What follows belongs to an exercise in optimizing a design on an open flow for small area; a production flow would make more cautious choices.
Function was checked by simulation only, so behaviour that the tests miss may differ from the original.
Power figures rest on the tool's default switching activity, not on a simulated workload.

==> wip/pepper: inputs <==
// topmodule
module topmodule( input clk,
input rst,
output [3:0] anode,
output [7:0] cathode,
input B1, B2, B3, B4,
input [4:0] operation);
reg  [3:0] idx;
reg  [1:0] wr;
reg  [1:0] s;
wire [1:0] w = {~wr[1], wr[0]};
wire last = idx[3] & idx[0];
wire tick = last & w[1] & w[0];
always @(posedge clk or posedge rst)
  if (rst) begin
    idx <= 4'd0;
    wr  <= 2'd0;
    s   <= 2'd0;
  end else begin
    idx <= last ? 4'd0 : idx + 4'd1;
    if (last) begin
      wr[0] <= ~wr[0];
      wr[1] <= wr[1] ^ wr[0];
    end
    if (tick) s <= s + 2'd1;
  end
assign anode = (s == 2'd0) ? 4'b1110 :
               (s == 2'd1) ? 4'b1101 :
               (s == 2'd2) ? 4'b1011 : 4'b0111;
reg [3:0] pb0, pb1, e1, e2, e3;
reg [3:0] dg1, dg2, dg3, dg4;
wire [3:0] btn = {B4, B3, B2, B1};
function [3:0] step;
  input [3:0] x;
  input       en;
  step = en ? ((x == 4'd9) ? 4'd0 : x + 4'd1) : x;
endfunction
always @(posedge clk or posedge rst)
  if (rst) begin
    pb0 <= 4'd0; pb1 <= 4'd0;
    e1 <= 4'd0; e2 <= 4'd0; e3 <= 4'd0;
    dg1 <= 4'd0; dg2 <= 4'd0; dg3 <= 4'd0; dg4 <= 4'd0;
  end else if (tick) begin
    pb0 <= btn;
    pb1 <= pb0;
    e1  <= pb0 & ~pb1;
    e2  <= e1;
    e3  <= e2;
    dg1 <= step(dg1, e3[0]);
    dg2 <= step(dg2, e3[1]);
    dg3 <= step(dg3, e3[2]);
    dg4 <= step(dg4, e3[3]);
  end
reg [2:0] opc;
always @(posedge clk)
  if (tick)
    opc <= operation[0] ? 3'd0 : operation[1] ? 3'd1 : operation[2] ? 3'd2 :
           operation[3] ? 3'd3 : 3'd4;
wire op_add = (opc == 3'd0);
wire op_sub = (opc == 3'd1);
wire op_mul = (opc == 3'd2);
wire op_div = (opc == 3'd3);
wire op_non = opc[2];
wire [3:0] a = dg1, b = dg2, c = dg3, d = dg4;
wire gt = {c, d} > {a, b};           
wire [1:0] p = {~s[1], s[0]};        
reg  [11:0] pr;
wire [3:0] P0 = pr[3:0], P1 = pr[7:4], P2 = pr[11:8];
wire st0 = (w == 2'd0) & (idx == 4'd0);
wire st1 = (w == 2'd0) & (idx == 4'd1);
wire ltd = idx < d;
wire ltc = idx < c;
wire cz  = (c == 4'd0);
wire dz  = (d == 4'd0);
reg       act;      
reg       sm;       
reg       tryc;     
  ...
==> flow/config.mk <==
export PLATFORM = sky130hd
export DESIGN_NAME = topmodule
export DESIGN_NICKNAME = topmodule
export VERILOG_FILES = /design/flow/design.v
export SDC_FILE = /design/flow/constraint.sdc
export NUM_CORES = 4
export LEC_CHECK = 0
export ABC_AREA = 1
export CAP_MARGIN = 20
export CORE_MARGIN = 2
export CORE_UTILIZATION = 40
export SLEW_MARGIN = 20
==> flow/constraint.sdc <==
create_clock -name core_clock -period 32.0 [get_ports {clk}]
set_input_delay 6.4000 -clock core_clock [delete_from_list [all_inputs] [get_ports {clk}]]
set_output_delay 6.4000 -clock core_clock [all_outputs]
set_load 0.01 [all_outputs]
run.sh (not shown) runs the stock make flow with config.mk's settings and CLKGATE_MAP_FILE= SYNTH_SCRIPT=/design/flow/synth_recipe.tcl, a recipe that flattens the netlist after the stock synthesis.
==> wip/willow: changes against wip/pepper <==
Settings changed: CORE_UTILIZATION 40 to 70, CTS_BUF_LIST set to sky130_fd_sc_hd__clkbuf_8.
==> qor summary <==
Clk tree area frac: wip/pepper 5.79%; wip/willow 3.45%
Area of the core: wip/pepper 11300 um^2; wip/willow 6350 um^2
Startpoint of the lowest-slack hold path: wip/pepper nx[0]; wip/willow nx[1]
Fillers: wip/pepper 1126; wip/willow 449
Layout Area Growth over Synthesis: wip/pepper 15.0%; wip/willow 10.3%
Share of the final layout cell area in sequential cells: wip/pepper 34.8%; wip/willow 36.3%
Clock network power: wip/pepper 0.105 mW; wip/willow 0.0666 mW
Final critical-path required period: wip/pepper 8.42 ns; wip/willow 8.46 ns
Reg-to-Reg End: wip/pepper pr[3]; wip/willow pr[2]
Result of the run: wip/pepper timing/DRC/antenna clean; wip/willow timing/DRC/antenna clean
Global-route wire length before repair: wip/pepper 16.6 mm; wip/willow 16.6 mm
Routed wire per std cell: wip/pepper 12.7 um; wip/willow 14.1 um
Achievable Freq: wip/pepper 0.119 GHz; wip/willow 0.118 GHz
Skew-Pair Late Insertion Delay: wip/pepper 0.34 ns; wip/willow 0.35 ns
Final critical-path share of the clock period: wip/pepper 26.3%; wip/willow 26.4%
Total placed instance area: wip/pepper 4990 um^2; wip/willow 4900 um^2
Area of all placed cells without fillers: wip/pepper 5290 um^2; wip/willow 5080 um^2
Total detailed-routing wirelength: wip/pepper 9.47 mm; wip/willow 9.59 mm
Placer congestion estimate: wip/pepper 0.843; wip/willow 0.943
Data arrival time of the critical path: wip/pepper 2.02 ns; wip/willow 2.06 ns
Final core occ: wip/pepper 46.8%; wip/willow 80.0%

[re-timing with driven ports]
The flow's constraints put no driver on any port. The routed layouts listed below were extracted and timed again, unchanged, in two steps. Step 1 sets driving cells, clkbuf_16 on the clock port and buf_2 on the other inputs (assumed; they add their load-dependent delay and slew). Step 2, shift: input delay + t, output delay - t, t = (earliest + latest rising clock arrival at the registers) / 2. This alone moves slack from input paths to output paths. a / b / c = ideal / step 1 / step 2; a / b = the first two.
run | t (ns) | setup WS [ns] | worst hold slack (ns)
wip/pepper | 0.373 | 23.579 / 23.541 / 23.915 | 0.452 / 0.452 / 0.452
wip/willow | 0.382 | 23.537 / 23.504 / 23.886 | 0.461 / 0.461 / 0.461
After both steps every run listed still meets setup and hold.
